This design comes from an exercise in tuning for small area on the open sky130 flow, not from production work.
In this exercise RTL edits were held to simulation tests only and were not proved equivalent to the original.
In every run shown here, the design's own scripts or RTL, not TritonCTS, make the clock network.
No driver is modelled on the clock port, so clock power and skew are understated where the tree is cut down; a real chip needs a root buffer or a tree.
No activity file was given, so power comes from the tool's default toggle rates.

**flow/config.mk**
```make
export PLATFORM = sky130hd
export DESIGN_NAME = Player_Block_T
export DESIGN_NICKNAME = Player_Block_T
export VERILOG_FILES = /design/flow/design.v
export SDC_FILE = /design/flow/constraint.sdc
export NUM_CORES = 8
export LEC_CHECK = 0
export ABC_AREA = 1
export CAP_MARGIN = 20
export CORE_MARGIN = 2
export CORE_UTILIZATION = 65
export PLACE_DENSITY = 0.75
export SLEW_MARGIN = 20
```
**flow/constraint.sdc**
```tcl
create_clock -name core_clock -period 10.0 [get_ports {clk}]
set_input_delay 2.0000 -clock core_clock [delete_from_list [all_inputs] [get_ports {clk}]]
set_output_delay 2.0000 -clock core_clock [all_outputs]
set_load 0.01 [all_outputs]
```
**flow/design.v**
```verilog
module hit_table (input logic ins, input logic [2:0] row, input logic [2:0] col, output logic [3:0] code);
always_comb
    if (!ins) code = 4'b0000;
    else case ({row, col})
        6'd0: code = 4'b1100;
        6'd1: code = 4'b0101;
        6'd2: code = 4'b0101;
        6'd3: code = 4'b0101;
        6'd4: code = 4'b0101;
        6'd5: code = 4'b0101;
        6'd6: code = 4'b0101;
        6'd7: code = 4'b1110;
        6'd8: code = 4'b1000;
        6'd9: code = 4'b1100;
        6'd10: code = 4'b0101;
        6'd11: code = 4'b0101;
        6'd12: code = 4'b0101;
        6'd13: code = 4'b0101;
        6'd14: code = 4'b1110;
        6'd15: code = 4'b1010;
        6'd16: code = 4'b1000;
        6'd17: code = 4'b1000;
        6'd18: code = 4'b1100;
        6'd19: code = 4'b0101;
        6'd20: code = 4'b0101;
        6'd21: code = 4'b1110;
        6'd22: code = 4'b1010;
        6'd23: code = 4'b1010;
        6'd24: code = 4'b1000;
        6'd25: code = 4'b1000;
        6'd26: code = 4'b1000;
        6'd27: code = 4'b1100;
        6'd28: code = 4'b1110;
        6'd29: code = 4'b1010;
        6'd30: code = 4'b1010;
        6'd31: code = 4'b1010;
        6'd32: code = 4'b1101;
        6'd33: code = 4'b1101;
        6'd34: code = 4'b1101;
        6'd35: code = 4'b1101;
        6'd36: code = 4'b0001;
        6'd37: code = 4'b0001;
        6'd38: code = 4'b0001;
        6'd39: code = 4'b0001;
        6'd40: code = 4'b1101;
        6'd41: code = 4'b1101;
        6'd42: code = 4'b1101;
        6'd43: code = 4'b0110;
        6'd44: code = 4'b0110;
        6'd45: code = 4'b0001;
        6'd46: code = 4'b0001;
        6'd47: code = 4'b0001;
        6'd48: code = 4'b1101;
        6'd49: code = 4'b1101;
        6'd50: code = 4'b0110;
        6'd51: code = 4'b0110;
        6'd52: code = 4'b0110;
        6'd53: code = 4'b0110;
        6'd54: code = 4'b0001;
        6'd55: code = 4'b0001;
        6'd56: code = 4'b1101;
        6'd57: code = 4'b0110;
        6'd58: code = 4'b0110;
        6'd59: code = 4'b0110;
        6'd60: code = 4'b0110;
        6'd61: code = 4'b0110;
        6'd62: code = 4'b0110;
        6'd63: code = 4'b0001;
        default: code = 4'b0000;
    endcase
endmodule
module sprite_rom (
    input logic ins,
    input logic left,
    input logic right,
    input logic up,
    input logic [4:0] row,
    input logic [4:0] col,
    output logic [3:0] idx
);
wire new_n19, new_n20, new_n21, new_n22, new_n23, new_n24, new_n25,
    new_n26, new_n27, new_n28, new_n29, new_n30, new_n31, new_n32, new_n33,
    new_n34, new_n35, new_n36, new_n37, new_n38, new_n39, new_n40, new_n41,
    new_n42, new_n43, new_n44, new_n45, new_n46, new_n47, new_n48, new_n49,
    new_n50, new_n51, new_n52, new_n53, new_n54, new_n55, new_n56, new_n57,
    new_n58, new_n59, new_n60, new_n61, new_n62, new_n63, new_n64, new_n65,
    new_n66, new_n67, new_n68, new_n69, new_n70, new_n71, new_n72, new_n73,
    new_n74, new_n75, new_n76, new_n77, new_n78, new_n79, new_n80, new_n81,
    new_n82, new_n83, new_n84, new_n85, new_n86, new_n87, new_n88, new_n89,
    new_n90, new_n91, new_n92, new_n93, new_n94, new_n95, new_n96, new_n97,
    new_n98, new_n99, new_n100, new_n101, new_n102, new_n103, new_n104,
    new_n105, new_n106, new_n107, new_n108, new_n109, new_n110, new_n111,
    new_n112, new_n113, new_n114, new_n115, new_n116, new_n117, new_n118,
    new_n119, new_n120, new_n121, new_n122, new_n123, new_n124, new_n125,
    new_n126, new_n127, new_n128, new_n129, new_n130, new_n131, new_n132,
    new_n133, new_n134, new_n135, new_n136, new_n137, new_n138, new_n139,
    new_n140, new_n141, new_n142, new_n143, new_n144, new_n145, new_n146,
    new_n147, new_n148, new_n149, new_n150, new_n151, new_n152, new_n153,
    new_n154, new_n155, new_n156, new_n157, new_n158, new_n159, new_n160,
    new_n161, new_n162, new_n163, new_n164, new_n165, new_n166, new_n167,
    new_n168, new_n169, new_n170, new_n171, new_n172, new_n173, new_n174,
    new_n175, new_n176, new_n177, new_n178, new_n179, new_n180, new_n181,
    new_n182, new_n183, new_n184, new_n185, new_n186, new_n187, new_n188,
    new_n189, new_n190, new_n191, new_n192, new_n194, new_n195, new_n196,
    new_n197, new_n198, new_n199, new_n200, new_n201, new_n202, new_n203,
    new_n204, new_n205, new_n206, new_n207, new_n208, new_n209, new_n210,
    new_n211, new_n212, new_n213, new_n214, new_n215, new_n216, new_n217,
    new_n218, new_n219, new_n220, new_n221, new_n222, new_n223, new_n224,
    new_n225, new_n226, new_n227, new_n228, new_n229, new_n231, new_n232,
    new_n233, new_n234, new_n235, new_n236, new_n237, new_n238, new_n239,
    new_n240, new_n241, new_n242, new_n243, new_n244, new_n245, new_n246,
    new_n247, new_n248, new_n249, new_n250, new_n251, new_n252, new_n253,
    new_n254, new_n255, new_n256, new_n257, new_n258, new_n259, new_n260,
    new_n261, new_n263, new_n264, new_n265, new_n266, new_n267, new_n268,
    new_n269, new_n270, new_n271, new_n272, new_n273, new_n274, new_n275,
    new_n276, new_n277, new_n278, new_n279, new_n280, new_n281, new_n282,
    new_n283, new_n284, new_n285, new_n286, new_n287, new_n288, new_n289,
    new_n290, new_n291, new_n292, new_n293, new_n294, new_n295, new_n296,
    new_n297, new_n298, new_n299, new_n300, new_n301, new_n302, new_n303;
  assign new_n19 = row[1] & row[0];
  assign new_n20 = ~row[1] & ~row[0];
  assign new_n21 = ~new_n19 & ~new_n20;
  assign new_n22 = ~row[4] & row[3];
  assign new_n23 = new_n21 & new_n22;
  assign new_n24 = col[3] & ~col[1];
  assign new_n25 = ~col[3] & col[1];
  assign new_n26 = ~new_n24 & ~new_n25;
  assign new_n27 = ~up & ~new_n26;
  assign new_n28 = row[2] & ~new_n20;
  assign new_n29 = ~row[2] & ~new_n19;
  assign new_n30 = ~new_n28 & ~new_n29;
  assign new_n31 = ~row[3] & ~new_n19;
  assign new_n32 = ~new_n30 & ~new_n31;
  assign new_n33 = row[3] & new_n28;
  assign new_n34 = ~row[3] & new_n20;
  assign new_n35 = ~row[4] & ~new_n34;
  assign new_n36 = ~new_n33 & new_n35;
  assign new_n37 = new_n32 & new_n36;
  assign new_n38 = row[3] & ~new_n37;
  assign new_n39 = row[4] & ~row[3];
  assign new_n40 = ~new_n23 & ~new_n39;
  assign new_n41 = ~new_n38 & new_n40;
  assign new_n42 = ~col[4] & ~col[3];
  assign new_n43 = col[4] & col[3];
  assign new_n44 = ~new_n42 & ~new_n43;
  assign new_n45 = col[3] & col[2];
  assign new_n46 = ~col[3] & ~col[2];
  assign new_n47 = ~new_n45 & ~new_n46;
  assign new_n48 = ~col[1] & ~col[0];
  assign new_n49 = col[2] & new_n48;
  assign new_n50 = new_n47 & ~new_n49;
  assign new_n51 = up & ~new_n48;
  assign new_n52 = col[1] & col[0];
  assign new_n53 = ~col[4] & new_n52;
  assign new_n54 = ~new_n51 & ~new_n53;
  assign new_n55 = new_n44 & ~new_n54;
  assign new_n56 = new_n50 & ~new_n55;
  assign new_n57 = ~new_n48 & ~new_n52;
  assign new_n58 = up & ~col[1];
  assign new_n59 = new_n57 & ~new_n58;
  assign new_n60 = ~new_n26 & ~new_n59;
  assign new_n61 = new_n56 & new_n60;
  assign new_n62 = new_n44 & ~new_n61;
  assign new_n63 = ~up & ~row[0];
  assign new_n64 = row[1] & ~new_n63;
  assign new_n65 = ~row[3] & ~row[2];
  assign new_n66 = up & row[0];
  assign new_n67 = new_n65 & ~new_n66;
  assign new_n68 = ~new_n64 & new_n67;
  assign new_n69 = row[4] & ~new_n68;
  assign new_n70 = new_n62 & ~new_n69;
  assign new_n71 = ~new_n41 & new_n70;
  assign new_n72 = ~new_n27 & new_n71;
  assign new_n73 = ~new_n23 & ~new_n72;
  assign new_n74 = ~new_n44 & ~new_n60;
  assign new_n75 = row[3] & ~new_n28;
  assign new_n76 = ~new_n74 & new_n75;
  assign new_n77 = new_n47 & new_n57;
  assign new_n78 = ~new_n62 & new_n77;
  assign new_n79 = ~col[2] & ~col[1];
  assign new_n80 = col[2] & col[1];
  assign new_n81 = ~new_n79 & ~new_n80;
  assign new_n82 = ~new_n27 & new_n59;
  assign new_n83 = new_n81 & ~new_n82;
  assign new_n84 = new_n47 & ~new_n83;
  assign new_n85 = new_n44 & ~new_n84;
  assign new_n86 = up & new_n50;
  assign new_n87 = ~new_n85 & ~new_n86;
  assign new_n88 = ~new_n78 & new_n87;
  assign new_n89 = ~new_n76 & ~new_n88;
  assign new_n90 = ~new_n73 & new_n89;
  assign new_n91 = ~up & ~new_n47;
  assign new_n92 = new_n83 & ~new_n91;
  assign new_n93 = new_n37 & new_n92;
  assign new_n94 = new_n88 & new_n93;
  assign new_n95 = ~new_n90 & ~new_n94;
  assign new_n96 = ~row[2] & ~row[1];
  assign new_n97 = new_n91 & new_n96;
  assign new_n98 = row[4] & row[3];
  assign new_n99 = ~row[1] & new_n61;
  assign new_n100 = ~new_n62 & ~new_n99;
  assign new_n101 = new_n98 & ~new_n100;
  assign new_n102 = ~row[2] & row[1];
  assign new_n103 = ~new_n83 & new_n102;
  assign new_n104 = row[2] & ~row[1];
  assign new_n105 = new_n83 & new_n104;
  assign new_n106 = ~new_n103 & ~new_n105;
  assign new_n107 = new_n101 & new_n106;
  assign new_n108 = ~row[2] & new_n61;
  assign new_n109 = up & new_n98;
  assign new_n110 = new_n108 & new_n109;
  assign new_n111 = ~new_n107 & ~new_n110;
  assign new_n112 = row[2] & row[1];
  assign new_n113 = row[4] & ~new_n112;
  assign new_n114 = ~up & ~new_n113;
  assign new_n115 = ~new_n29 & ~new_n98;
  assign new_n116 = ~new_n114 & new_n115;
  assign new_n117 = new_n85 & new_n116;
  assign new_n118 = new_n91 & new_n117;
  assign new_n119 = ~new_n64 & new_n84;
  assign new_n120 = new_n28 & new_n39;
  assign new_n121 = new_n62 & new_n120;
  assign new_n122 = ~new_n119 & new_n121;
  assign new_n123 = ~new_n118 & ~new_n122;
  assign new_n124 = new_n111 & new_n123;
  assign new_n125 = ~new_n97 & ~new_n124;
  assign new_n126 = ~row[2] & new_n31;
  assign new_n127 = new_n41 & ~new_n126;
  assign new_n128 = ~up & ~new_n31;
  assign new_n129 = new_n85 & ~new_n128;
  assign new_n130 = new_n127 & new_n129;
  assign new_n131 = ~new_n47 & ~new_n92;
  assign new_n132 = col[0] & ~new_n47;
  assign new_n133 = ~new_n131 & ~new_n132;
  assign new_n134 = new_n130 & new_n133;
  assign new_n135 = ~left & ~right;
  assign new_n136 = new_n22 & new_n30;
  assign new_n137 = ~new_n62 & new_n136;
  assign new_n138 = ~new_n131 & new_n137;
  assign new_n139 = new_n135 & ~new_n138;
  assign new_n140 = ~new_n134 & new_n139;
  assign new_n141 = ~new_n125 & new_n140;
  assign new_n142 = new_n95 & new_n141;
  assign new_n143 = ~row[3] & ~new_n32;
  assign new_n144 = ~new_n21 & ~new_n143;
  assign new_n145 = ~new_n126 & ~new_n144;
  assign new_n146 = ~new_n26 & new_n47;
  assign new_n147 = new_n44 & ~new_n146;
  assign new_n148 = ~row[4] & new_n147;
  assign new_n149 = ~new_n145 & new_n148;
  assign new_n150 = row[1] & new_n47;
  assign new_n151 = ~row[2] & ~new_n150;
  assign new_n152 = new_n98 & ~new_n151;
  assign new_n153 = new_n147 & ~new_n152;
  assign new_n154 = ~new_n57 & new_n81;
  assign new_n155 = ~new_n47 & ~new_n154;
  assign new_n156 = ~new_n65 & ~new_n155;
  assign new_n157 = ~new_n147 & ~new_n156;
  assign new_n158 = new_n37 & ~new_n157;
  assign new_n159 = ~new_n153 & ~new_n158;
  assign new_n160 = ~new_n149 & ~new_n159;
  assign new_n161 = ~new_n26 & new_n96;
  assign new_n162 = ~row[1] & ~new_n81;
  assign new_n163 = ~left & ~col[3];
  assign new_n164 = left & col[3];
  assign new_n165 = ~new_n163 & ~new_n164;
  assign new_n166 = ~row[2] & new_n165;
  assign new_n167 = ~new_n162 & new_n166;
  assign new_n168 = new_n47 & new_n104;
  assign new_n169 = new_n39 & ~new_n168;
  assign new_n170 = ~new_n167 & new_n169;
  assign new_n171 = ~new_n161 & new_n170;
  assign new_n172 = ~new_n57 & new_n146;
  assign new_n173 = new_n44 & ~new_n172;
  assign new_n174 = ~new_n21 & ~new_n154;
  assign new_n175 = ~new_n173 & ~new_n174;
  assign new_n176 = ~new_n171 & ~new_n175;
  assign new_n177 = new_n160 & ~new_n176;
  assign new_n178 = ~new_n104 & ~new_n146;
  assign new_n179 = ~new_n168 & ~new_n178;
  assign new_n180 = ~row[2] & new_n150;
  assign new_n181 = new_n98 & ~new_n180;
  assign new_n182 = new_n173 & new_n181;
  assign new_n183 = ~new_n179 & new_n182;
  assign new_n184 = ~new_n135 & ~new_n183;
  assign new_n185 = new_n33 & new_n148;
  assign new_n186 = ~new_n21 & ~new_n26;
  assign new_n187 = new_n81 & new_n165;
  assign new_n188 = ~new_n186 & ~new_n187;
  assign new_n189 = new_n185 & new_n188;
  assign new_n190 = new_n184 & ~new_n189;
  assign new_n191 = ~new_n177 & new_n190;
  assign new_n192 = ins & ~new_n191;
  assign idx[3] = ~new_n142 & new_n192;
  assign new_n194 = ~new_n160 & ~new_n185;
  assign new_n195 = ~new_n26 & new_n112;
  assign new_n196 = ~row[3] & ~new_n171;
  assign new_n197 = ~new_n195 & ~new_n196;
  assign new_n198 = row[4] & row[1];
  assign new_n199 = row[3] & ~new_n198;
  assign new_n200 = ~new_n127 & ~new_n199;
  assign new_n201 = new_n187 & new_n199;
  assign new_n202 = ~new_n200 & ~new_n201;
  assign new_n203 = ~new_n160 & new_n202;
  assign new_n204 = new_n65 & ~new_n150;
  assign new_n205 = row[4] & ~new_n146;
  assign new_n206 = ~new_n204 & new_n205;
  assign new_n207 = ~new_n170 & ~new_n206;
  assign new_n208 = ~new_n203 & new_n207;
  assign new_n209 = ~new_n197 & ~new_n208;
  assign new_n210 = ~new_n194 & ~new_n209;
  assign new_n211 = ~new_n135 & ~new_n210;
  assign new_n212 = ~up & ~new_n186;
  assign new_n213 = new_n85 & new_n212;
  assign new_n214 = ~new_n40 & new_n213;
  assign new_n215 = new_n37 & new_n56;
  assign new_n216 = ~new_n117 & ~new_n215;
  assign new_n217 = ~new_n214 & new_n216;
  assign new_n218 = new_n95 & new_n217;
  assign new_n219 = ~up & row[2];
  assign new_n220 = ~new_n111 & ~new_n219;
  assign new_n221 = ~up & new_n30;
  assign new_n222 = new_n71 & ~new_n221;
  assign new_n223 = ~new_n138 & ~new_n222;
  assign new_n224 = ~new_n85 & ~new_n223;
  assign new_n225 = ~new_n130 & new_n135;
  assign new_n226 = ~new_n224 & new_n225;
  assign new_n227 = ~new_n220 & new_n226;
  assign new_n228 = new_n218 & new_n227;
  assign new_n229 = ins & ~new_n228;
  assign idx[2] = ~new_n211 & new_n229;
  assign new_n231 = ~new_n213 & ~new_n223;
  assign new_n232 = new_n37 & ~new_n88;
  assign new_n233 = ~new_n122 & new_n225;
  assign new_n234 = ~new_n232 & new_n233;
  assign new_n235 = ~new_n231 & new_n234;
  assign new_n236 = up & row[2];
  assign new_n237 = new_n101 & ~new_n236;
  assign new_n238 = ~new_n108 & new_n237;
  assign new_n239 = new_n235 & ~new_n238;
  assign new_n240 = new_n218 & new_n239;
  assign new_n241 = ~new_n91 & new_n117;
  assign new_n242 = new_n62 & ~new_n241;
  assign new_n243 = new_n235 & new_n242;
  assign new_n244 = ~new_n107 & new_n243;
  assign new_n245 = ~row[2] & ~new_n161;
  assign new_n246 = ~new_n168 & ~new_n245;
  assign new_n247 = ~new_n207 & ~new_n246;
  assign new_n248 = ~new_n189 & ~new_n247;
  assign new_n249 = ~new_n194 & new_n248;
  assign new_n250 = left & new_n45;
  assign new_n251 = right & ~col[2];
  assign new_n252 = new_n163 & new_n251;
  assign new_n253 = ~new_n250 & ~new_n252;
  assign new_n254 = ~row[1] & ~new_n253;
  assign new_n255 = ~new_n184 & ~new_n254;
  assign new_n256 = ~new_n30 & new_n173;
  assign new_n257 = new_n127 & new_n256;
  assign new_n258 = ~new_n255 & ~new_n257;
  assign new_n259 = ~new_n249 & new_n258;
  assign new_n260 = ins & ~new_n259;
  assign new_n261 = ~new_n244 & new_n260;
  assign idx[1] = ~new_n240 & new_n261;
  assign new_n263 = ~new_n61 & new_n88;
  assign new_n264 = ~new_n30 & ~new_n263;
  assign new_n265 = new_n244 & ~new_n264;
  assign new_n266 = ~row[1] & ~new_n66;
  assign new_n267 = row[2] & ~new_n131;
  assign new_n268 = ~new_n85 & ~new_n267;
  assign new_n269 = ~new_n266 & ~new_n268;
  assign new_n270 = new_n143 & ~new_n269;
  assign new_n271 = ~new_n265 & new_n270;
  assign new_n272 = row[4] & ~new_n244;
  assign new_n273 = ~new_n48 & ~new_n91;
  assign new_n274 = ~new_n81 & ~new_n273;
  assign new_n275 = ~new_n33 & ~new_n65;
  assign new_n276 = ~new_n274 & new_n275;
  assign new_n277 = ~new_n19 & new_n92;
  assign new_n278 = ~new_n276 & ~new_n277;
  assign new_n279 = new_n263 & new_n278;
  assign new_n280 = ~new_n272 & ~new_n279;
  assign new_n281 = ~new_n271 & new_n280;
  assign new_n282 = ~new_n243 & ~new_n264;
  assign new_n283 = new_n61 & new_n64;
  assign new_n284 = ~new_n61 & ~new_n64;
  assign new_n285 = row[2] & ~new_n284;
  assign new_n286 = ~new_n283 & new_n285;
  assign new_n287 = ~new_n20 & new_n74;
  assign new_n288 = new_n39 & ~new_n287;
  assign new_n289 = ~new_n286 & new_n288;
  assign new_n290 = ~new_n282 & new_n289;
  assign new_n291 = new_n225 & ~new_n237;
  assign new_n292 = ~new_n290 & new_n291;
  assign new_n293 = ~new_n281 & new_n292;
  assign new_n294 = row[1] & new_n249;
  assign new_n295 = ~new_n207 & ~new_n294;
  assign new_n296 = ~new_n202 & ~new_n295;
  assign new_n297 = new_n173 & ~new_n296;
  assign new_n298 = new_n32 & new_n57;
  assign new_n299 = new_n157 & ~new_n298;
  assign new_n300 = new_n36 & ~new_n299;
  assign new_n301 = ~new_n225 & ~new_n300;
  assign new_n302 = ~new_n297 & new_n301;
  assign new_n303 = ins & ~new_n302;
  assign idx[0] = ~new_n293 & new_n303;
endmodule
module palette (
    input logic [3:0] idx,
    input logic mode_sel,
    input logic invert,
    output logic [7:0] rgb,
    output logic dr
);
wire new_n16, new_n17, new_n18, new_n19, new_n20, new_n22, new_n23,
    new_n24, new_n25, new_n27, new_n28, new_n29, new_n30, new_n31, new_n32,
    new_n34, new_n35, new_n36, new_n37, new_n38, new_n40, new_n41, new_n42,
    new_n43, new_n44, new_n45, new_n46, new_n47, new_n49, new_n50, new_n51,
    new_n52, new_n54, new_n55, new_n56, new_n58, new_n59, new_n60, new_n62;
  assign new_n16 = idx[2] & idx[1];
  assign new_n17 = ~idx[2] & ~idx[1];
  assign new_n18 = idx[3] & ~new_n17;
  assign new_n19 = ~idx[3] & idx[0];
  assign new_n20 = ~new_n18 & ~new_n19;
  assign dr = new_n16 | ~new_n20;
  assign new_n22 = mode_sel & new_n17;
  assign new_n23 = ~invert & ~new_n16;
  assign new_n24 = ~new_n18 & new_n23;
  assign new_n25 = ~new_n22 & new_n24;
  assign rgb[7] = dr & ~new_n25;
  assign new_n27 = idx[3] & idx[0];
  assign new_n28 = ~invert & new_n27;
  assign new_n29 = dr & ~new_n28;
  assign new_n30 = idx[1] & ~mode_sel;
  assign new_n31 = idx[2] & idx[0];
  assign new_n32 = ~new_n30 & new_n31;
  assign rgb[6] = new_n29 | new_n32;
  assign new_n34 = ~idx[2] & ~new_n22;
  assign new_n35 = ~invert & ~new_n34;
  assign new_n36 = new_n29 & ~new_n35;
  assign new_n37 = ~new_n18 & ~new_n36;
  assign new_n38 = ~idx[0] & new_n23;
  assign rgb[5] = ~new_n37 & ~new_n38;
  assign new_n40 = idx[3] & ~idx[1];
  assign new_n41 = ~invert & ~new_n40;
  assign new_n42 = ~new_n20 & ~new_n41;
  assign new_n43 = ~idx[2] & idx[1];
  assign new_n44 = new_n27 & new_n43;
  assign new_n45 = ~new_n42 & ~new_n44;
  assign new_n46 = new_n16 & ~new_n32;
  assign new_n47 = ~idx[3] & new_n46;
  assign rgb[4] = ~new_n45 | new_n47;
  assign new_n49 = ~new_n37 & new_n46;
  assign new_n50 = idx[1] & new_n19;
  assign new_n51 = ~new_n46 & new_n50;
  assign new_n52 = ~new_n42 & ~new_n51;
  assign rgb[3] = new_n49 | ~new_n52;
  assign new_n54 = new_n16 & new_n19;
  assign new_n55 = ~new_n40 & ~new_n54;
  assign new_n56 = ~invert & ~new_n55;
  assign rgb[2] = dr & ~new_n56;
  assign new_n58 = ~idx[0] & new_n16;
  assign new_n59 = ~new_n32 & ~new_n58;
  assign new_n60 = ~idx[3] & ~new_n59;
  assign rgb[1] = ~new_n45 | new_n60;
  assign new_n62 = new_n46 & ~new_n60;
  assign rgb[0] = new_n36 | new_n62;
endmodule
module Player_Block_T (
    input  logic        clk,
    input  logic        resetN,
    input  logic [10:0] pixelX,
    input  logic [10:0] pixelY,
    input  logic        startOfFrame,
    input  logic        up_key,
    input  logic        down_key,
    input  logic        left_key,
    input  logic        right_key,
    input  logic        column_collision,
    input  logic [1:0]  speed_level,
    input  logic        mode_sel,
    input  logic        game_on,
    input  logic        player_hit,
    input  logic        turbo_pulse,
    output logic [10:0] player_topLeftX,
    output logic [10:0] player_topLeftY,
    output logic        playerDR,
    output logic [7:0]  playerRGB,
    output logic        player_invulnerable
);
localparam logic [3:0] HIT_EMPTY = 4'b0010;
logic [2:0]  st;
logic [10:0] x;
logic [9:0]  y;
logic [10:1] x_hi;                      
logic [9:1]  y_hi;
logic        x_lo, y_lo;                
assign x = {x_hi, x_lo};
assign y = {y_hi, y_lo};
logic [1:0]  spd;                       
logic        f_up, f_dn, f_lf, f_rt;    
logic        ydir, xdir;                
logic [3:0]  hit;
logic [3:0]  hit_code;                  
logic [2:0] amt;                        
assign amt = (spd == 2'd1) ? 3'd3 : (spd == 2'd2) ? 3'd4 : 3'd2;
logic [10:0] dxm;
logic [9:0]  dym;
assign dxm = (f_lf | f_rt) ? (xdir ? {8'd0, amt} : -{8'd0, amt}) : 11'd0;
assign dym = (f_up | f_dn) ? (ydir ? {7'd0, amt} : -{7'd0, amt}) : 10'd0;
wire in_move = ~st[1] & st[0];                  
wire hit_open = (hit[1:0] != 2'b11) && (hit != HIT_EMPTY);
wire x_below = (x[10:5] == 6'd0) & ~(x[2] & x[1]);                  
wire x_above = x[10] & x[7] & (x[5] | (x[4:0] == 5'b11111));        
wire y_below = (y[9:5] == 5'b00010);                                 
wire y_above = y[9] & y[8] & y[6] & y[5] & (y[2:0] != 3'd0);        
wire is_idle = ~(st[2] | st[1] | st[0]);        
wire is_sof  = st[1] & st[0];                    
wire is_chg  = st[1] & ~st[0];                   
wire [10:0] xs = x + (st[0] ? 11'd0 : dxm);
wire [9:0]  ys = y + (st[0] ? 10'd0 : dym);
wire x_clamp = x_below | x_above;
wire y_clamp = y_below | y_above;
wire x_ld_lo = is_idle | (is_sof & hit[3]) | x_clamp;
wire y_ld_lo = is_idle | (is_sof & hit[2]) | y_clamp;
wire x_ld_hi = is_idle | x_clamp;
wire y_ld_hi = is_idle | y_clamp;
logic [10:0] x_n;
logic [9:0]  y_n;
assign x_n[5:0]  = x_ld_lo ? 6'b011110 : xs[5:0];
assign x_n[10:6] = x_ld_hi ? (x_above ? 5'b10010 : 5'b00000) : xs[10:6];
assign y_n[5:0]  = y_ld_lo ? 6'b100000 : ys[5:0];
assign y_n[9:6]  = y_ld_hi ? (y_above ? 4'b1101 : 4'b0001) : ys[9:6];
always_ff @(posedge clk or negedge resetN)
    if (!resetN) begin
        st  <= 3'b000;
        spd <= 2'd0;
        x_hi <= 10'd0;
        y_hi <= 9'd0;
    end else begin
        x_hi <= x_n[10:1];
        y_hi <= y_n[9:1];
        st  <= {is_chg, st[0] & (st[1] | startOfFrame), ~st[1] & (st[0] | game_on)};
        if (is_chg) spd <= speed_level;
    end
always_ff @(posedge clk) begin
    x_lo <= x_n[0];
    y_lo <= y_n[0];
end
always_ff @(posedge clk) begin
    ydir <= (in_move & down_key & ~f_dn) | (ydir & ~(in_move & up_key & ~f_up));
    xdir <= (in_move & right_key & ~f_rt) | (xdir & ~(in_move & left_key & ~f_lf));
end
always_ff @(posedge clk) begin
    if (~st[2] & ~st[0]) begin                   
        f_up <= 1'b0; f_dn <= 1'b0; f_lf <= 1'b0; f_rt <= 1'b0;
    end else if (in_move) begin
        if (up_key)    f_up <= 1'b1;
        if (down_key)  f_dn <= 1'b1;
        if (left_key)  f_lf <= 1'b1;
        if (right_key) f_rt <= 1'b1;
    end
    if (is_idle || is_sof)
        hit <= HIT_EMPTY;
    else if (in_move && column_collision) begin
        if (hit == HIT_EMPTY)
            hit <= hit_code;
        else if (hit_open && hit_code != hit && (hit_code[3] | hit_code[2] | hit_code[0]))   
            hit <= {hit[3] | hit_code[3], hit[2] | hit_code[2], 2'b11};
    end
end
assign player_topLeftX = {1'b0, x[10:1]};
assign player_topLeftY = {2'b0, y[9:1]};
logic [5:0] dxl, dyl;                   
logic [4:0] dxh;
logic [3:0] dyh;
assign dxl = {1'b0, pixelX[4:0]} - {1'b0, x[5:1]};
assign dyl = {1'b0, pixelY[4:0]} - {1'b0, y[5:1]};
assign dxh = pixelX[9:5] - x[10:6] - {4'd0, dxl[5]};
assign dyh = pixelY[8:5] - y[9:6] - {3'd0, dyl[5]};
logic       ins;
logic [4:0] ox, oy;
always_ff @(posedge clk or negedge resetN)
    if (!resetN) ins <= 1'b0;
    else         ins <= (dxh == 5'd0) && (dyh == 4'd0);
always_ff @(posedge clk) begin
    ox <= dxl[4:0];
    oy <= dyl[4:0];
end
logic [3:0] idx_n, hc_n, col_idx;
sprite_rom rom (.ins(ins), .left(left_key), .right(right_key), .up(up_key),
                .row(oy), .col(ox), .idx(idx_n));
hit_table ht (.ins(ins), .row(oy[4:2]), .col(ox[4:2]), .code(hc_n));
always_ff @(posedge clk) begin
    col_idx  <= idx_n;
    hit_code <= hc_n;
end
logic [4:0] s;
always_ff @(posedge clk or negedge resetN)
    if (!resetN)          s <= 5'd0;
    else if (s == 5'd0)   begin if (player_hit) s <= 5'd1; end
    else if (s[4] & s[2] & s[1]) s <= 5'd0;       
    else if (turbo_pulse) s <= s + 5'd1;
assign player_invulnerable = (s != 5'd0);
palette pal (.idx(col_idx), .mode_sel(mode_sel), .invert(s[0]),
             .dr(playerDR), .rgb(playerRGB));
endmodule
```
**flow/flow/run.sh**
```bash
#!/bin/bash
# Layout flow: the standard synthesis; then an area-oriented re-mapping of the
# combinational logic only (every register instance is kept as synthesis made it);
# then the standard layout steps, with single-strength port buffers and a
# lighter clock tree (flow/cts_hook.tcl). Each tool's output goes to a log_*.log file here.
set -euo pipefail
HERE=$(pwd)
R=$HERE/orfs/results/sky130hd/Player_Block_T/base

# 1. standard synthesis, unchanged
bash standard.sh synth > log_1_standard_synth.log 2>&1
cp "$R/1_2_yosys.v" "$HERE/standard_1_2_yosys.v"

# 2. re-map the combinational logic for area (registers are black boxes here);
#    24 runs with different optimisation seeds from the netlist as it is, 24 from it
#    after one ABC dc2 pass and 24 after an ABC resyn2-style pass, each also mapped
#    with other amap settings; the smallest netlist is kept
bash flow/remap.sh "$HERE/standard_1_2_yosys.v" "$HERE/remapped_a.v" "$HERE/remap_a" 24 "-J 1000" \
    > log_2_remap_a.log 2>&1
bash flow/remap.sh "$HERE/standard_1_2_yosys.v" "$HERE/remapped_b.v" "$HERE/remap_b" 24 "-J 1000" "dc2" \
    > log_2_remap_b.log 2>&1
bash flow/remap.sh "$HERE/standard_1_2_yosys.v" "$HERE/remapped_c.v" "$HERE/remap_c" 24 "-J 1000" \
    "balance; rewrite; refactor; balance; rewrite; rewrite -z; balance; refactor -z; rewrite -z; balance" \
    > log_2_remap_c.log 2>&1
best=""; best_area=""
for v in a b c; do
  a=$(sed -n 's/^keeping run .* (area \(.*\))$/\1/p' log_2_remap_$v.log)
  echo "$v: $a" >> log_2_remap.log
  if [[ -z "$best" ]] || (( $(echo "$a < $best_area" | bc -l) )); then best=$v; best_area=$a; fi
done
echo "keeping $best" >> log_2_remap.log
cp "$HERE/remapped_$best.v" "$HERE/remapped_1_2_yosys.v"
cp "$HERE/remapped_1_2_yosys.v" "$R/1_2_yosys.v"
touch "$R/1_2_yosys.v"

# 3. the rest of the standard layout
export BUFFER_PORTS_ARGS="-buffer_cell sky130_fd_sc_hd__buf_1"
export SKIP_REPAIR_TIE_FANOUT=1
export PRE_CTS_TCL="$HERE/flow/cts_hook.tcl"
export FLOW_CLK_K=4
export FLOW_CLK_MODE=bisect
export FLOW_CLK_SLEW_PS=105
bash standard.sh > log_3_standard_layout.log 2>&1
```
**flow/flow/cts_hook.tcl**
```tcl
rename clock_tree_synthesis __orfs_clock_tree_synthesis
proc clock_tree_synthesis { args } {
  set block [ord::get_db_block]
  set port_net [[$block findBTerm clk] getNet]
  set master [[ord::get_db] findMaster sky130_fd_sc_hd__clkbuf_4]
  set k $::env(FLOW_CLK_K)
  set pins {}
  foreach it [$port_net getITerms] {
    set loc [[$it getInst] getLocation]
    lappend pins [list $it [lindex $loc 0] [lindex $loc 1]]
  }
  set n [llength $pins]
  if {[info exists ::env(FLOW_CLK_MODE)] && $::env(FLOW_CLK_MODE) eq "bisect"} {
    # balanced: split by x into halves, then each half by y (k = 4)
    set k 4
    set byx [lsort -integer -index 1 $pins]
    set h [expr {$n / 2}]
    set groups [list [lrange $byx 0 [expr {$h - 1}]] [lrange $byx $h end]]
    set pins {}; set assign {}
    set c 0
    foreach g $groups {
      set byy [lsort -integer -index 2 $g]
      set m [expr {[llength $byy] / 2}]
      foreach p [lrange $byy 0 [expr {$m - 1}]] { lappend pins $p; lappend assign $c }
      incr c
      foreach p [lrange $byy $m end] { lappend pins $p; lappend assign $c }
      incr c
    }
  } else {
  # k-means, seeded with pins spread along x+y order
  set sorted [lsort -integer -index 1 $pins]
  set cx {}; set cy {}
  for {set c 0} {$c < $k} {incr c} {
    set p [lindex $sorted [expr {int(($c + 0.5) * $n / $k)}]]
    lappend cx [lindex $p 1]; lappend cy [lindex $p 2]
  }
  for {set iter 0} {$iter < 50} {incr iter} {
    set assign {}
    foreach p $pins {
      set best 0; set bd 1e30
      for {set c 0} {$c < $k} {incr c} {
        set dx [expr {[lindex $p 1] - [lindex $cx $c]}]; set dy [expr {[lindex $p 2] - [lindex $cy $c]}]
        set d [expr {abs($dx) + abs($dy)}]
        if {$d < $bd} { set bd $d; set best $c }
      }
      lappend assign $best
    }
    for {set c 0} {$c < $k} {incr c} { set sx($c) 0; set sy($c) 0; set sn($c) 0 }
    foreach p $pins a $assign {
      set sx($a) [expr {$sx($a) + [lindex $p 1]}]; set sy($a) [expr {$sy($a) + [lindex $p 2]}]; incr sn($a)
    }
    set ncx {}; set ncy {}
    for {set c 0} {$c < $k} {incr c} {
      if {$sn($c) > 0} { lappend ncx [expr {$sx($c) / $sn($c)}]; lappend ncy [expr {$sy($c) / $sn($c)}] } else { lappend ncx [lindex $cx $c]; lappend ncy [lindex $cy $c] }
    }
    set cx $ncx; set cy $ncy
  }
  }
  for {set c 0} {$c < $k} {incr c} { set sx($c) 0; set sy($c) 0; set sn($c) 0 }
  foreach p $pins a $assign {
    set sx($a) [expr {$sx($a) + [lindex $p 1]}]; set sy($a) [expr {$sy($a) + [lindex $p 2]}]; incr sn($a)
  }
  set cx {}; set cy {}
  for {set c 0} {$c < $k} {incr c} {
    if {$sn($c) > 0} { lappend cx [expr {$sx($c) / $sn($c)}]; lappend cy [expr {$sy($c) / $sn($c)}] } else { lappend cx 0; lappend cy 0 }
  }
  for {set c 0} {$c < $k} {incr c} {
    if {$sn($c) == 0} continue
    set buf [odb::dbInst_create $block $master clkbuf_leaf_$c]
    set net [odb::dbNet_create $block clknet_leaf_$c]
    $net setSigType CLOCK
    [$buf findITerm A] connect $port_net
    [$buf findITerm X] connect $net
    $buf setLocation [lindex $cx $c] [lindex $cy $c]
    $buf setPlacementStatus PLACED
    set nets($c) $net
  }
  foreach p $pins a $assign {
    set it [lindex $p 0]
    $it disconnect
    $it connect $nets($a)
  }
  set_propagated_clock [all_clocks]
  foreach size {8 16 none} {
    estimate_parasitics -placement
    set upsized 0
    for {set c 0} {$c < $k} {incr c} {
      if {$sn($c) == 0} continue
      set worst 0
      foreach it [$nets($c) getITerms] {
        if {[$it isOutputSignal]} continue
        set pin [get_pins [[$it getInst] getName]/[[$it getMTerm] getName]]
        set sl [expr {[get_property $pin slew_max] * 1000.0}]
        if {$sl > $worst} { set worst $sl }
      }
      set bufinst [$block findInst clkbuf_leaf_$c]
      puts "clock buffer $c ([[$bufinst getMaster] getName]) drives $sn($c) clock pins, worst slew [format %.1f $worst] ps"
      if {$worst > $::env(FLOW_CLK_SLEW_PS) && $size ne "none"} {
        $bufinst swapMaster [[ord::get_db] findMaster sky130_fd_sc_hd__clkbuf_$size]
        set upsized 1
      }
    }
    if {!$upsized} break
  }
  unset_propagated_clock [all_clocks]
}
```
**flow/flow/remap.abc**
```
strash
@PRE@
&get -n
&deepsyn @T@ -S @SEED@
&put
write_blif @DEEP@
dch -f
amap
topo
dnsize
```
**flow/flow/remap.sh**
```bash
#!/bin/bash
# remap.sh IN.v OUT.v WORKDIR NSEEDS "DEEPSYN-LIMIT-OPTIONS" ["ABC-PRE-COMMANDS"]
# Re-maps the combinational logic of IN.v for area NSEEDS times in parallel, each
# with its own seed for ABC's &deepsyn (then mapped with amap). Each optimised logic
# network is then also mapped with a few other amap settings (after ABC's cec proves
# it equal to IN.v's logic), and the smallest netlist of all is kept as OUT.v.
set -euo pipefail
IN=$1; OUT=$2; W=$3; NS=$4; T=$5; PRE=${6:-strash}
HERE=$(cd "$(dirname "$0")" && pwd)
LIB=$FLOW_HOME/platforms/sky130hd/lib/sky130_fd_sc_hd__tt_025C_1v80.lib
DU=$(grep -o 'cell *( *"\{0,1\}sky130_fd_sc_hd__\(lpflow\|probe\|fill\)[a-z0-9_]*' "$LIB" \
     | sed 's/.*sky130/sky130/' | sort -u | sed 's/^/-dont_use /' | tr '\n' ' ')
MAPS=("amap -F 2" "amap -F 3" "amap -A 8 -F 2" "amap -m")
mkdir -p "$W"
ys() {  # ys NAME ABCSCRIPT : one yosys re-mapping run
  sed -e "s|@LIB@|$LIB|g" -e "s|@DU@|$DU|" -e "s|@IN@|$IN|" \
      -e "s|@OUT@|$W/remapped_$1.v|" -e "s|@ABC@|$2|" "$HERE/remap.ys" > "$W/remap_$1.ys"
  yosys -s "$W/remap_$1.ys" > "$W/log_remap_yosys_$1.log" 2>&1 || true
}
for ((s = 0; s < NS; s++)); do
  sed -e "s|@SEED@|$s|g" -e "s|@T@|$T|g" -e "s|@PRE@|$PRE|" -e "s|@DEEP@|$W/deep_$s.blif|" \
      "$HERE/remap.abc" > "$W/remap_$s.abc"
  ys "$s" "$W/remap_$s.abc" &
done
wait
names=()
for ((s = 0; s < NS; s++)); do
  names+=("$s")
  [[ -f "$W/deep_$s.blif" ]] || continue
  for ((m = 0; m < ${#MAPS[@]}; m++)); do
    sed -e "s|@DEEP@|$W/deep_$s.blif|g" -e "s|@MAP@|${MAPS[$m]}|" "$HERE/remap_map.abc" > "$W/remap_${s}m$m.abc"
    ys "${s}m$m" "$W/remap_${s}m$m.abc" &
    names+=("${s}m$m")
  done
  while (( $(jobs -r | wc -l) >= 16 )); do sleep 1; done
done
wait
best=""; best_area=""
for n in "${names[@]}"; do
  L="$W/log_remap_yosys_$n.log"
  a=$(grep 'Chip area' "$L" 2>/dev/null | tail -1 | grep -o '[0-9.]*$' || true)
  ok=1
  grep -q "Found and reported 0 problems" "$L" 2>/dev/null || ok=0
  if [[ "$n" == *m* ]] && ! grep -q "Networks are equivalent" "$L"; then ok=0; fi
  if [[ -n "$a" && $ok == 1 ]]; then
    echo "run $n: area $a"
    if [[ -z "$best" ]] || (( $(echo "$a < $best_area" | bc -l) )); then best=$n; best_area=$a; fi
  else
    echo "run $n: failed"
  fi
done
[[ -n "$best" ]] || { echo "no re-mapping succeeded"; exit 1; }
echo "keeping run $best (area $best_area)"
cp "$W/remapped_$best.v" "$OUT"
```
**flow/flow/remap.ys**
```
# Re-map the combinational cells of the standard synthesis netlist for area.
# Register cells (and tie cells) stay black boxes, so they keep names and types.
read_liberty -ignore_miss_func @LIB@
blackbox sky130_fd_sc_hd__df* sky130_fd_sc_hd__edf* sky130_fd_sc_hd__sdf* sky130_fd_sc_hd__dl* sky130_fd_sc_hd__conb_1
read_verilog @IN@
hierarchy -top Player_Block_T
flatten
opt_clean
stat
abc -liberty @LIB@ @DU@ -script @ABC@
opt_clean -purge
hilomap -singleton -hicell sky130_fd_sc_hd__conb_1 HI -locell sky130_fd_sc_hd__conb_1 LO
splitnets
opt_clean -purge
stat -liberty @LIB@

write_verilog -noattr -noexpr -nohex -nodec @OUT@
# sanity check of the written netlist with the cells as black boxes
design -reset
read_liberty -lib @LIB@
read_verilog @OUT@
hierarchy -top Player_Block_T
check -assert
```
**flow/flow/remap_map.abc**
```
strash
cec @DEEP@
read_blif @DEEP@
strash
dch -f
@MAP@
topo
dnsize
```
**flow/standard.sh**
```bash
#!/bin/bash
# synth_recipe.tcl (not shown) runs the flow's synth.tcl, then flattens the netlist and writes it again
# the make line also repeats each setting of config.mk as NAME=value (left out here)
make -C /OpenROAD-flow-scripts/flow DESIGN_CONFIG=/design/flow/config.mk WORK_HOME=/design/flow/orfs CLKGATE_MAP_FILE= SYNTH_SCRIPT=/design/flow/synth_recipe.tcl "${@:-finish}"
```
==> flow_metrics.tcl, run 1 <==
set metrics [dict create \
    grt_antenna_before_repair 0 \
    area_delta_synth_final_pct 9.48 \
    start_util_pct 67.6 \
    fmax_ghz 0.165 \
    grt_pass1_vias 4373 \
    netlist_instances 586 \
    required_ps 10050 \
    min_from "f_dn" \
    tightest_slew_ps 946 \
    die_h_microns 82.4 \
    p_leak_nw 1.60 \
    timing.slew.headroom_pct 35.3 \
    synth_warnings 2 \
    drt_iter0_drc 480 \
    io_pins 68 \
    synth.avg_cell_area_sq_um 6.83 \
    reg2reg_depth 16 \
    fin_setup_tns_ps 0 \
    clk_pin_slew_ps 100 \
    dp_hpwl_mm 9.18 \
    die_x_microns 82.4 \
    post-cts-setup-buffer-count 0 \
    endpoint_kind "register" \
    rsz0062_at_grt "no" \
    clkLatencyLatePin_ps 160 \
    holdPathEnd "ydir" \
    holdWs_ps 481 \
    port_buffers 61 \
    hold_class "register to register" \
    floorplan.rows 28 \
    gr-total-overflow 0 \
    grt_pass1_wl_mm 19.2 \
    cts_resized 0 \
    drc_errors 0 \
    hold_violations 0 \
    grt_max_degree 31 \
    n_antenna_cell 0 \
    final-setup-viol-count 0 \
    min_period_ps 6050 \
    arrival_ps 6100 \
    rrSetupSlack_ps 5250 \
    syn_area_sq_um 4000 \
    maxCapViolations 0 \
    die_area_sq_um 6800 \
    drt-total-wl_mm 12.0 \
    drtAntennaViolNets 0 \
    hold_buffers 0 \
    finalPower_w 0.00129 \
    final_max_slew_viol_count 0 \
    grt_use_total_pct 35.5 \
    p_per_area_nw_per_um2 294 \
    vias 4774 \
    fin_skew_ps 6.82 \
    min_period_over_period_pct 60.5 \
    wire_per_inst_microns 16.5 \
    peakVddDrop_uv 240 \
    holdPathStages 1 \
    path_max_fanout 9 \
    startpoint_type "primary input" \
    r2r-start "ox[3]" \
    path_class "primary input to register" \
    synth_fp_nets 622 \
    via_per_inst 6.58 \
    status "complete, no violations" \
    r2r_end "col_idx[0]" \
    first_pass_iters 6 \
    gp_congestion 1.02 \
    core_sq_um 5920 \
    drive_gt1_share_pct 0.768 \
    fin_nets 689 \
]
worst max-delay path: stages:
cell	delay [ps]
buf_1	350
clkinv_1	420
o21ai_0	370
o21ai_0	300
a21oi_1	320
clkinv_1	170
nor2_1	170
a21oi_1	60
a21oi_1	180
nor2_1	100
clkinv_1	60
o21ai_0	110
o311ai_0	530
clkinv_1	130
o21a_1	200
or4b_1	500
o311a_1	120
power breakdown:
part           switching [W]  leakage, nW  internal, W
Combinational       0.000530        0.956     0.000240
Clock              0.0000626       0.0288    0.0000371
Sequential          0.000100        0.614     0.000316
Total               0.000693         1.60     0.000593
state kept, by name, indices dropped and copies added, names as in the netlist, 2 cells and up:
signal    cells
col_idx       4
hit           4
hit_code      4
ox            5
oy            5
s             5
spd           2
st            3
x_hi         10
y_hi          9
worst max path at each step:
stage           start         end  slack [ps]  cells after the start
2_1_floorplan  up_key  col_idx[0]        5070                     16
3_3_place_gp   up_key  col_idx[0]        3980                     17
3_5_place_dp   up_key  col_idx[0]        4030                     17
4_1_cts        up_key  col_idx[0]        4000                     17
5_1_grt        up_key  col_idx[0]        3700                     17
6_report       up_key  col_idx[0]        3950                     17
metrics by stage:
stage                     setup slack [ps]  utilization [%]  instances  area [sq um]
after CTS                             4000             74.0        726          4380
after floorplan                       5070                -        586          4000
after global placement                3980             73.0        722          4320
after detailed placement              4030             73.0        722          4320
after global routing                  3700             74.0        726          4380
final                                 3950             74.0        726          4380
layout make-up:
| class | instances | area, sq um |
|---|---|---|
| multi-input cells | 433 | 2300 |
| fillers | 479 | 1540 |
| inverters | 93 | 349 |
| repair buffers | 61 | 230 |
| well taps | 75 | 93.8 |
| plain buffers | 4 | 55.1 |
| flip-flops and latches | 60 | 1350 |
layout by cell type (no fill, tap or decap), drive strengths merged, types with 8 or more instances in the layout:
cell / instances
nand2: 39
a211oi: 12
o21a: 8
buf: 60
o221ai: 9
nor3: 22
o22ai: 20
nor2: 119
dfrtp: 30
a21oi: 51
o21ai: 73
dfxtp: 30
clkinv: 93
per-layer routing:
| metal | routed length [microns] | global-route usage (%) |
|---|---|---|
| met5 | 0 | 0 |
| met3 | 980 | 3.37 |
| met1 | 4720 | 42.9 |
| met2 | 5800 | 64.7 |
| met4 | 513 | 14.2 |
==> run 2: changes to the inputs <==
--- a/flow/design.v
+++ b/flow/design.v
@@ -497,16 +497,16 @@
 assign x = {x_hi, x_lo};
 assign y = {y_hi, y_lo};
 logic [1:0]  spd;                       
-logic        f_up, f_dn, f_lf, f_rt;    
-logic        ydir, xdir;                
+logic        m_y, b_y, ydir;
+logic        m_x, b_x, xdir;
 logic [3:0]  hit;
 logic [3:0]  hit_code;                  
 logic [2:0] amt;                        
 assign amt = (spd == 2'd1) ? 3'd3 : (spd == 2'd2) ? 3'd4 : 3'd2;
 logic [10:0] dxm;
 logic [9:0]  dym;
-assign dxm = (f_lf | f_rt) ? (xdir ? {8'd0, amt} : -{8'd0, amt}) : 11'd0;
-assign dym = (f_up | f_dn) ? (ydir ? {7'd0, amt} : -{7'd0, amt}) : 10'd0;
+assign dxm = m_x ? (xdir ? {8'd0, amt} : -{8'd0, amt}) : 11'd0;
+assign dym = m_y ? (ydir ? {7'd0, amt} : -{7'd0, amt}) : 10'd0;
 wire in_move = ~st[1] & st[0];                  
 wire hit_open = (hit[1:0] != 2'b11) && (hit != HIT_EMPTY);
 wire x_below = (x[10:5] == 6'd0) & ~(x[2] & x[1]);                  
@@ -546,19 +546,20 @@
     x_lo <= x_n[0];
     y_lo <= y_n[0];
 end
+wire clr_keys = ~st[2] & ~st[0];                
+wire e_y = in_move & ~b_y;
+wire e_x = in_move & ~b_x;
 always_ff @(posedge clk) begin
-    ydir <= (in_move & down_key & ~f_dn) | (ydir & ~(in_move & up_key & ~f_up));
-    xdir <= (in_move & right_key & ~f_rt) | (xdir & ~(in_move & left_key & ~f_lf));
+    ydir <= ydir ? ~(e_y & ((m_y & up_key) | (~m_y & ~down_key))) : (e_y & down_key);
+    xdir <= xdir ? ~(e_x & ((m_x & left_key) | (~m_x & ~right_key))) : (e_x & right_key);
+end
+always_ff @(posedge clk) begin
+    m_y <= ~clr_keys & (m_y | (in_move & (up_key | down_key)));
+    m_x <= ~clr_keys & (m_x | (in_move & (left_key | right_key)));
+    b_y <= ~clr_keys & (b_y | (in_move & (m_y ? (ydir ? up_key : down_key) : (up_key & down_key))));
+    b_x <= ~clr_keys & (b_x | (in_move & (m_x ? (xdir ? left_key : right_key) : (left_key & right_key))));
 end
 always_ff @(posedge clk) begin
-    if (~st[2] & ~st[0]) begin                   
-        f_up <= 1'b0; f_dn <= 1'b0; f_lf <= 1'b0; f_rt <= 1'b0;
-    end else if (in_move) begin
-        if (up_key)    f_up <= 1'b1;
-        if (down_key)  f_dn <= 1'b1;
-        if (left_key)  f_lf <= 1'b1;
-        if (right_key) f_rt <= 1'b1;
-    end
     if (is_idle || is_sof)
         hit <= HIT_EMPTY;
     else if (in_move && column_collision) begin
--- a/flow/flow/run.sh
+++ b/flow/flow/run.sh
@@ -12,14 +12,14 @@
 cp "$R/1_2_yosys.v" "$HERE/standard_1_2_yosys.v"
 
 # 2. re-map the combinational logic for area (registers are black boxes here);
-#    24 runs with different optimisation seeds from the netlist as it is, 24 from it
-#    after one ABC dc2 pass and 24 after an ABC resyn2-style pass, each also mapped
+#    16 runs with different optimisation seeds from the netlist as it is, 16 from it
+#    after one ABC dc2 pass and 16 after an ABC resyn2-style pass, each also mapped
 #    with other amap settings; the smallest netlist is kept
-bash flow/remap.sh "$HERE/standard_1_2_yosys.v" "$HERE/remapped_a.v" "$HERE/remap_a" 24 "-J 1000" \
+bash flow/remap.sh "$HERE/standard_1_2_yosys.v" "$HERE/remapped_a.v" "$HERE/remap_a" 16 "-J 1000" \
     > log_2_remap_a.log 2>&1
-bash flow/remap.sh "$HERE/standard_1_2_yosys.v" "$HERE/remapped_b.v" "$HERE/remap_b" 24 "-J 1000" "dc2" \
+bash flow/remap.sh "$HERE/standard_1_2_yosys.v" "$HERE/remapped_b.v" "$HERE/remap_b" 16 "-J 1000" "dc2" \
     > log_2_remap_b.log 2>&1
-bash flow/remap.sh "$HERE/standard_1_2_yosys.v" "$HERE/remapped_c.v" "$HERE/remap_c" 24 "-J 1000" \
+bash flow/remap.sh "$HERE/standard_1_2_yosys.v" "$HERE/remapped_c.v" "$HERE/remap_c" 16 "-J 1000" \
     "balance; rewrite; refactor; balance; rewrite; rewrite -z; balance; refactor -z; rewrite -z; balance" \
     > log_2_remap_c.log 2>&1
 best=""; best_area=""
==> run 2 against run 1 <==
Compared with the run above:
- maximum frequency fell by 1.2%
- combinational power rose by 7.9%
- critical path depth fell by 5
- clock skew fell by 0.82 ps
- final cell count rose by 2.3%
- via count fell by 1.9%
- largest cell class unchanged
==> flow_metrics.tcl, run 2 <==
set metrics [dict create \
    status "complete, no violations" \
    post-cts-setup-buffer-count 0 \
    cp_slowest_cell "a21oi_1" \
    die_area_sq_um 6870 \
    grt_pass1_wl_mm 19.3 \
    grt_pass1_vias 4342 \
    fin_area_sq_um 4430 \
    synth_warnings 2 \
    final-setup-viol-count 0 \
    start_util_pct 67.9 \
    clk_pin_slew_ps 100 \
    path_cells "buf_1, or2_0, o21ai_0, o21ai_0, clkinv_1, a21oi_1, nor2_1, nor4_1, o21ai_0, o21ai_0, a21boi_0, buf_1" \
    reg2reg_depth 12 \
    fin_skew_ps 6.00 \
    fmax_ghz 0.163 \
    r2r_end "col_idx[1]" \
    core_sq_um 5960 \
    maxCapViolations 0 \
    grt_max_degree 31 \
    placed_area_sq_um 4380 \
    drt-total-wl_mm 11.6 \
    hold_buffers 0 \
    gr-total-overflow 0 \
    drt_iter0_drc 378 \
    io_pins 68 \
    peakVddDrop_uv 242 \
    clkLatencyLatePin_ps 150 \
    rrSetupSlack_ps 5840 \
    holdPathEnd "b_y" \
    path_max_fanout 4 \
    crit_top_cell "o21ai_0" \
    path_class "primary input to output port" \
    min_period_ps 6120 \
    min_from "b_y" \
    cpPeakStageDelay_ps 290 \
    fin_setup_tns_ps 0 \
    area_delta_synth_final_pct 9.56 \
    drc_errors 0 \
    p_per_area_nw_per_um2 300 \
    drtAntennaViolNets 0 \
    synth_fp_nets 638 \
    layout_commonest_cell "nor2_1" \
    drive_gt1_share_pct 0.898 \
    p_leak_nw 1.62 \
    hold_violations 0 \
    netlist_instances 602 \
    required_ps 8000 \
    timing.slew.headroom_pct 39.5 \
    grt_antenna_before_repair 0 \
    die_x_microns 82.9 \
    rsz0062_at_grt "no" \
    largest_reg_flops 10 \
    layout_common_cells "nor2_1 (133), clkinv_1 (97), o21ai_0 (67)" \
    endpoint_kind "output port" \
    die_h_microns 82.9 \
    floorplan.rows 28 \
    hold_class "register to register" \
    tightest_slew_ps 884 \
    syn_area_sq_um 4050 \
    arrival_ps 4120 \
    fillers 481 \
    synth.avg_cell_area_sq_um 6.72 \
    wire_per_inst_microns 15.6 \
    fin_nets 706 \
    cp.buffers_inverters 3 \
    holdPathStages 2 \
    top_register "x_hi" \
    final_max_slew_viol_count 0 \
    min_period_over_period_pct 61.2 \
    cts_resized 0 \
    port_buffers 61 \
    via_per_inst 6.30 \
    r2r-start "ox[2]" \
    gp_congestion 1.02 \
    n_antenna_cell 0 \
    cp_top_family "compound AO/OA/AOI/OAI gates" \
    vias 4681 \
    dp_hpwl_mm 9.10 \
    reg_top3 "x_hi: 10 flops, y_hi: 9 flops" \
    startpoint_type "primary input" \
    grt_use_total_pct 32.4 \
    first_pass_iters 9 \
]
## run 2: final cells by class
type / instances / area [sq um] / area share, %
multi-input cells: 445 / 2330 / 52.6
inverters: 97 / 364 / 8.22
repair buffers: 62 / 238 / 5.36
plain buffers: 4 / 55.1 / 1.24
well taps: 75 / 93.8 / 2.12
flip-flops and latches: 60 / 1350 / 30.5
## run 2: worst max-delay path by stage
| stage | endpoint | cells past startpoint | slack [ps] | from |
|---|---|---|---|---|
| after floorplan | playerRGB[3] | 10 | 4320 | mode_sel |
| after global placement | playerRGB[3] | 12 | 4120 | mode_sel |
| after detailed placement | playerRGB[3] | 12 | 3980 | mode_sel |
| after CTS | playerRGB[3] | 12 | 3980 | mode_sel |
| after global routing | playerRGB[3] | 12 | 3790 | mode_sel |
| final | playerRGB[3] | 12 | 3880 | mode_sel |
## run 2: power breakdown
part | switching, W | leakage [nW] | internal, W
Combinational | 0.000568 | 0.976 | 0.000263
Clock | 0.0000615 | 0.0288 | 0.0000370
Sequential | 0.0000888 | 0.614 | 0.000311
Total | 0.000718 | 1.62 | 0.000611
## run 2: routing by layer
| metal | GRT usage [%] | vias to the layer above | routed length, microns |
|---|---|---|---|
| li1 | - | 2281 | - |
| met1 | 41.2 | 2108 | 4760 |
| met2 | 57.7 | 256 | 5560 |
| met3 | 2.39 | 36 | 859 |
| met4 | 11.8 | 0 | 427 |
| met5 | 0 | - | 0 |
## run 2: worst reg2reg max path, cell delays in order (launching register included)
cell and delay (ps):
dfxtp_1 430, clkinv_1 160, o22ai_1 590, clkinv_1 420, nor3_1 330, nor2_1 70
a21oi_1 210, nor2b_1 420, clkinv_1 110, o21ai_0 410, o32ai_1 190, or3_1 430
o2111a_1 280
## run 2: per-stage QoR
stage               power [W]  setup WS, ps  util (%)  instances  hold WS [ps]
floorplan            0.000975          4320         -        602           438
global placement      0.00118          4120      73.5        739           450
detailed placement    0.00120          3980      73.5        739           460
CTS                   0.00128          3980      74.4        743           460
global route          0.00144          3790      74.4        743           501
finish                0.00133          3880      74.4        743           474

[static timing again, ports no longer ideal]
No port has a modelled driver above. Below, the same layouts with a new extraction and two added sets of constraints.
Step 1, drivers: a clkbuf_16 drives clk and a buf_2 each remaining input, both assumed.
Step 2 adds t to the input delays and takes it off the output delays; t is the mean of the earliest and latest rising clock arrival at the registers after step 1. Input paths then give back, and output paths get back, about the clock's delay inside the block.
a / b / c = ideal ports / drivers / drivers and shift; a / b = the first two.
run | t, ns | setup WS [ns] | worst hold slack (ns) | worst setup path after step 2 | pins driven straight from the clock port
run 1 | 0.210 | 3.950 / 3.986 / 3.776 | 0.481 / 0.481 / 0.481 | input to register | 4
run 2 | 0.212 | 3.880 / 3.849 / 3.849 | 0.474 / 0.474 / 0.474 | input to output | 4
After both steps setup and hold are still met in every run listed. The setup slack of run 1, which loses most, moves by +0.036 ns with the drivers and by -0.174 ns with both steps.
